Context: an optimization exercise on an open-source flow, tuned for small area. The choices shown serve that exercise and are no tape-out recipe. Where RTL was checked, it was by simulation tests only, not by an equivalence proof against the original. The flow treats the clock pin as an ideal source, which a real chip does not have.

the baseline:
## lock_by_sequence_detector_pro
module lock_by_sequence_detector_pro(clk, rst, BTN, code_8bit, digit_seg, digit_cath, R_N5_T5, G_R3_T6);
input clk;
input rst;
input BTN;
input [7:0] code_8bit;
output [7:0] digit_seg;
output [1:0] digit_cath;
output [1:0] R_N5_T5;
output [1:0] G_R3_T6;
reg b1, b2;
always @(posedge clk or posedge rst)
	if (rst) begin b1 <= 1'b0; b2 <= 1'b0; end
	else begin b1 <= BTN; b2 <= b1; end
wire key_edge = b1 & ~b2;
localparam [17:0] DP = 18'h2aaaa;
reg [17:0] d;
wire dclr = rst | key_edge;
wire dm = (d[16:0] == DP[16:0]);
wire dev = dm & ~d[17];
always @(posedge clk)
	if (dclr) d <= DP;
	else d <= {~d[16:0], ~(d[17] ^ d[10]) ^ dm};
reg ks, pls;
always @(posedge clk or posedge rst)
	if (rst) begin ks <= 1'b0; pls <= 1'b0; end
	else begin
		if (dev) ks <= BTN;
		pls <= dev & BTN & ~ks;
	end
reg [1:0] cnt;
wire cnt3 = cnt[1] & ~cnt[0];
always @(posedge clk or posedge rst)
	if (rst) cnt <= 2'b00;
	else if (cnt3 | pls) cnt <= {cnt[0], ~cnt[1]};
wire cnt0 = ~cnt[1] & ~cnt[0];
wire cnt1 = ~cnt[1] & cnt[0];
wire byte_ok = cnt1 ? (code_8bit == 8'h00) : (code_8bit == 8'hff);
reg ok;
always @(posedge clk)
	if (pls) ok <= (ok | cnt0) & byte_ok;
reg pend;
always @(posedge clk)
	pend <= cnt3;
wire correct = pend & ok;
wire wrong = pend & ~ok;
reg [1:0] choose;
reg self_lock;
always @(posedge clk or posedge rst)
	if (rst) begin choose <= 2'b00; self_lock <= 1'b0; end
	else begin
		if (pend) choose <= ok ? 2'b00 : {choose[0], ~choose[1]};
		if (choose[1] & ~choose[0]) self_lock <= 1'b1;
	end
localparam [24:0] TGATE = 25'h0242205;
localparam [24:0] TOFF  = 25'h0202205;
localparam [24:0] TINV  = TGATE & ~25'd1;
localparam [24:0] TT    = 25'h06ae67d;
localparam [24:0] TB    = 25'h1ffffd7;
reg gon, ron;
reg [24:0] tg, tr;
wire g_end = ((tg & TB) == (TT & TB));
wire r_end = ((tr & TB) == (TT & TB));
always @(posedge clk or posedge rst)
	if (rst) begin gon <= 1'b0; ron <= 1'b0; end
	else begin
		gon <= gon ? ~g_end : correct;
		ron <= ron ? ~r_end : wrong;
	end
  ...
Size: ~260 cells after synthesis.
==> module lock_by_sequence_detector_pro, before the edit <==
module lock_by_sequence_detector_pro(clk, rst, BTN, code_8bit, digit_seg, digit_cath, R_N5_T5, G_R3_T6);
input clk;
input rst;
input BTN;
input [7:0] code_8bit;
output [7:0] digit_seg;
output [1:0] digit_cath;
output [1:0] R_N5_T5;
output [1:0] G_R3_T6;
reg b1, b2;
always @(posedge clk or posedge rst)
	if (rst) begin b1 <= 1'b0; b2 <= 1'b0; end
	else begin b1 <= BTN; b2 <= b1; end
wire key_edge = b1 & ~b2;
localparam [17:0] DP = 18'h2aaaa;
reg [17:0] d;
wire dclr = rst | key_edge;
wire dm = (d[16:0] == DP[16:0]);
wire dev = dm & ~d[17];
always @(posedge clk)
	if (dclr) d <= DP;
	else d <= {~d[16:0], ~(d[17] ^ d[10]) ^ dm};
reg ks, pls;
always @(posedge clk or posedge rst)
	if (rst) begin ks <= 1'b0; pls <= 1'b0; end
	else begin
		if (dev) ks <= BTN;
		pls <= dev & BTN & ~ks;
	end
reg [1:0] cnt;
wire cnt3 = cnt[1] & ~cnt[0];
always @(posedge clk or posedge rst)
	if (rst) cnt <= 2'b00;
	else if (cnt3 | pls) cnt <= {cnt[0], ~cnt[1]};
wire cnt0 = ~cnt[1] & ~cnt[0];
wire cnt1 = ~cnt[1] & cnt[0];
wire byte_ok = cnt1 ? (code_8bit == 8'h00) : (code_8bit == 8'hff);
reg ok;
always @(posedge clk)
	if (pls) ok <= (ok | cnt0) & byte_ok;
reg pend;
always @(posedge clk)
	pend <= cnt3;
wire correct = pend & ok;
wire wrong = pend & ~ok;
reg [1:0] choose;
reg self_lock;
always @(posedge clk or posedge rst)
	if (rst) begin choose <= 2'b00; self_lock <= 1'b0; end
	else begin
		if (pend) choose <= ok ? 2'b00 : {choose[0], ~choose[1]};
		if (choose[1] & ~choose[0]) self_lock <= 1'b1;
	end
localparam [24:0] TGATE = 25'h0242205;
localparam [24:0] TOFF  = 25'h0202205;
localparam [24:0] TINV  = TGATE & ~25'd1;
localparam [24:0] TT    = 25'h06ae67d;
localparam [24:0] TB    = 25'h1ffffd7;
reg gon, ron;
reg [24:0] tg, tr;
wire g_end = ((tg & TB) == (TT & TB));
wire r_end = ((tr & TB) == (TT & TB));
always @(posedge clk or posedge rst)
	if (rst) begin gon <= 1'b0; ron <= 1'b0; end
	else begin
		gon <= gon ? ~g_end : correct;
		ron <= ron ? ~r_end : wrong;
	end
wire [24:0] tg_on = {tg[23:0], tg[24] ^ tg[21]} ^ TINV;
wire [24:0] tr_on = {tr[23:0], tr[24] ^ tr[21]} ^ TINV;
always @(posedge clk) begin
	tg <= gon ? tg_on : ((tg_on & ~TGATE) | TOFF);
	tr <= ron ? tr_on : ((tr_on & ~TGATE) | TOFF);
end
assign R_N5_T5 = {2{ron & ~self_lock}};
assign G_R3_T6 = {2{self_lock | ~gon}};
localparam [10:0] QP = 11'h2aa;
localparam [10:0] QR = 11'h54a;
reg [10:0] q;
wire qm = (q[9:0] == QP[9:0]);
always @(posedge clk)
	if (rst) q <= QR;
	else q <= {~q[9:0], q[10] ^ q[8] ^ qm};
reg sel;
always @(posedge clk or posedge rst)
	if (rst) sel <= 1'b0;
	else if (q[10] & qm) sel <= ~sel;
assign digit_cath = {sel, ~sel};
wire [3:0] digit = sel ? code_8bit[7:4] : code_8bit[3:0];
wire [3:0] dn = ~digit;
wire [15:0] mt;
assign mt[0] = dn[3] & dn[2] & dn[1] & dn[0];
assign mt[1] = dn[3] & dn[2] & dn[1] & digit[0];
assign mt[2] = dn[3] & dn[2] & digit[1] & dn[0];
assign mt[3] = dn[3] & dn[2] & digit[1] & digit[0];
assign mt[4] = dn[3] & digit[2] & dn[1] & dn[0];
assign mt[5] = dn[3] & digit[2] & dn[1] & digit[0];
assign mt[6] = dn[3] & digit[2] & digit[1] & dn[0];
assign mt[7] = dn[3] & digit[2] & digit[1] & digit[0];
assign mt[8] = digit[3] & dn[2] & dn[1] & dn[0];
assign mt[9] = digit[3] & dn[2] & dn[1] & digit[0];
assign mt[10] = digit[3] & dn[2] & digit[1] & dn[0];
assign mt[11] = digit[3] & dn[2] & digit[1] & digit[0];
assign mt[12] = digit[3] & digit[2] & dn[1] & dn[0];
assign mt[13] = digit[3] & digit[2] & dn[1] & digit[0];
assign mt[14] = digit[3] & digit[2] & digit[1] & dn[0];
assign mt[15] = digit[3] & digit[2] & digit[1] & digit[0];
wire seg_a = mt[0] | mt[2] | mt[3] | mt[5] | mt[6] | mt[7] | mt[8] | mt[9] | mt[10] | mt[12] | mt[14] | mt[15];
wire seg_b = mt[0] | mt[1] | mt[2] | mt[3] | mt[4] | mt[7] | mt[8] | mt[9] | mt[10] | mt[13];
wire seg_c = mt[0] | mt[1] | mt[3] | mt[4] | mt[5] | mt[6] | mt[7] | mt[8] | mt[9] | mt[10] | mt[11] | mt[13];
wire seg_d = mt[0] | mt[2] | mt[3] | mt[5] | mt[6] | mt[8] | mt[9] | mt[11] | mt[12] | mt[13] | mt[14];
wire seg_e = mt[0] | mt[2] | mt[6] | mt[8] | mt[10] | mt[11] | mt[12] | mt[13] | mt[14] | mt[15];
wire seg_f = mt[0] | mt[4] | mt[5] | mt[6] | mt[8] | mt[9] | mt[10] | mt[11] | mt[12] | mt[14] | mt[15];
wire seg_g = mt[2] | mt[3] | mt[4] | mt[5] | mt[6] | mt[8] | mt[9] | mt[10] | mt[11] | mt[13] | mt[14] | mt[15];
assign digit_seg = {seg_a, seg_b, seg_c, seg_d, seg_e, seg_f, seg_g, 1'b0};
endmodule
Settings: LEC_CHECK=0, CAP_MARGIN=20, CORE_MARGIN=2, CORE_UTILIZATION=70, CTS_BUF_LIST=sky130_fd_sc_hd__clkbuf_4, SLEW_MARGIN=20; clock period 10.0 ns.
standard.sh (not shown) runs the stock make flow with config.mk's settings and CLKGATE_MAP_FILE= SYNTH_SCRIPT=/design/flow/synth_recipe.tcl, a recipe that flattens the netlist after the stock synthesis.
==> flow/flow/run.sh <==
#!/bin/bash
# The standard ORFS layout (the standard.sh), changed in three places:
# the port buffers use the smallest buffer, clock tree synthesis uses
# clkbuf_4 and inserts no dummy loads, and after it the clock buffers with
# a large fanout are upsized (flow/post_cts.tcl).
set -o pipefail
export BUFFER_PORTS_ARGS="-buffer_cell sky130_fd_sc_hd__buf_1"
export CTS_ARGS="-sink_clustering_enable -repair_clock_nets -buf_list sky130_fd_sc_hd__clkbuf_4 -dont_use_dummy_load"
export POST_CTS_TCL="$PWD/flow/post_cts.tcl"
bash standard.sh > standard.log 2>&1
Other scripts of this flow, unchanged in this note and not shown: flow/flow/post_cts.tcl
The final layout from the baseline, which completed every stage, passed the timing, design-rule and antenna checks at the end of the flow.
Edits applied to the flow inputs when going from the baseline to the candidate:
-- flow/design.v --
<<< the baseline, line 58
localparam [24:0] TT    = 25'h06ae67d;
localparam [24:0] TB    = 25'h1ffffd7;
reg gon, ron;
reg [24:0] tg, tr;
wire g_end = ((tg & TB) == (TT & TB));
wire r_end = ((tr & TB) == (TT & TB));
always @(posedge clk or posedge rst)
	if (rst) begin gon <= 1'b0; ron <= 1'b0; end
	else begin
		gon <= gon ? ~g_end : correct;
		ron <= ron ? ~r_end : wrong;
	end
wire [24:0] tg_on = {tg[23:0], tg[24] ^ tg[21]} ^ TINV;
wire [24:0] tr_on = {tr[23:0], tr[24] ^ tr[21]} ^ TINV;
always @(posedge clk) begin
	tg <= gon ? tg_on : ((tg_on & ~TGATE) | TOFF);
	tr <= ron ? tr_on : ((tr_on & ~TGATE) | TOFF);
end
assign R_N5_T5 = {2{ron & ~self_lock}};
assign G_R3_T6 = {2{self_lock | ~gon}};
localparam [10:0] QP = 11'h2aa;
localparam [10:0] QR = 11'h54a;
>>> the candidate, line 58
localparam [24:0] TT    = 25'h06ae67d;
localparam [24:0] TB    = 25'h1ffffd7;
reg goff, roff;
reg [24:0] tg, tr;
wire g_end = ((tg & TB) == (TT & TB));
wire r_end = ((tr & TB) == (TT & TB));
always @(posedge clk or posedge rst)
	if (rst) begin goff <= 1'b1; roff <= 1'b1; end
	else begin
		goff <= goff ? ~correct : g_end;
		roff <= roff ? ~wrong : r_end;
	end
wire [24:0] tg_on = {tg[23:0], tg[24] ^ tg[21]} ^ TINV;
wire [24:0] tr_on = {tr[23:0], tr[24] ^ tr[21]} ^ TINV;
always @(posedge clk) begin
	tg <= goff ? ((tg_on & ~TGATE) | TOFF) : tg_on;
	tr <= roff ? ((tr_on & ~TGATE) | TOFF) : tr_on;
end
assign R_N5_T5 = {2{~(self_lock | ~roff)}};
assign G_R3_T6 = {2{self_lock | goff}};
localparam [10:0] QP = 11'h2aa;
localparam [10:0] QR = 11'h54a;
## What came out
- Compared with the baseline, in the candidate final-stage net count picked up an extra 5, share of synthesized area spent on multiplexers lost 0.45 points, number of distinct library cells after synthesis neither gained nor lost much, minimum clock period picked up an extra 0.26 ns, register-to-register slack picked up an extra 0.05 ns.
- Between the candidate and the baseline, it is the candidate whose highest clock rate is lower, by about 5%.
- The candidate vs. the baseline: total instance count after detailed placement picked up an extra 5, global router's overall resource usage picked up an extra 0.76 points, full die area picked up an extra 30 µm².
- Per the comparison of the candidate with the baseline, number of global-route vias before repair shows an increase of 82; routed metal-1 wirelength shows a reduction of 58 µm; least setup slack across all paths after layout shows a reduction of 0.26 ns; portion of the clock cycle consumed by the worst path in the final layout shows an increase of 2.6 points.
Only the layout flow was run in the baseline; the RTL was not checked for function there.

## static timing again, ports no longer ideal
In the flow no input, the clock included, has a driving cell. The finished layouts below were timed again as built, in two steps. Step 1: set_driving_cell puts a clkbuf_16 on clk and a buf_2 on each other input, an assumption about the parent block. Step 2 moves the port delays by t, midway between the first and last clock arrival at a register: inputs arrive t later, outputs are due t later. That takes back most of the time a late clock gives input paths. Slacks: ideal ports / drivers / drivers and shift; pairs: ideal ports / drivers.
| run | t (ns) | slack for setup (ns) | worst slew at a driven data input, ns |
|---|---|---|---|
| the baseline | 0.428 | 4.779 / 4.757 / 4.757 | 0.04 |
| the candidate | 0.417 | 4.515 / 4.495 / 4.495 | 0.03 |
After both steps every run listed still meets setup and hold. For the baseline, which loses most, drivers alone change the setup slack by -0.022 ns; drivers and shift together by -0.022 ns.
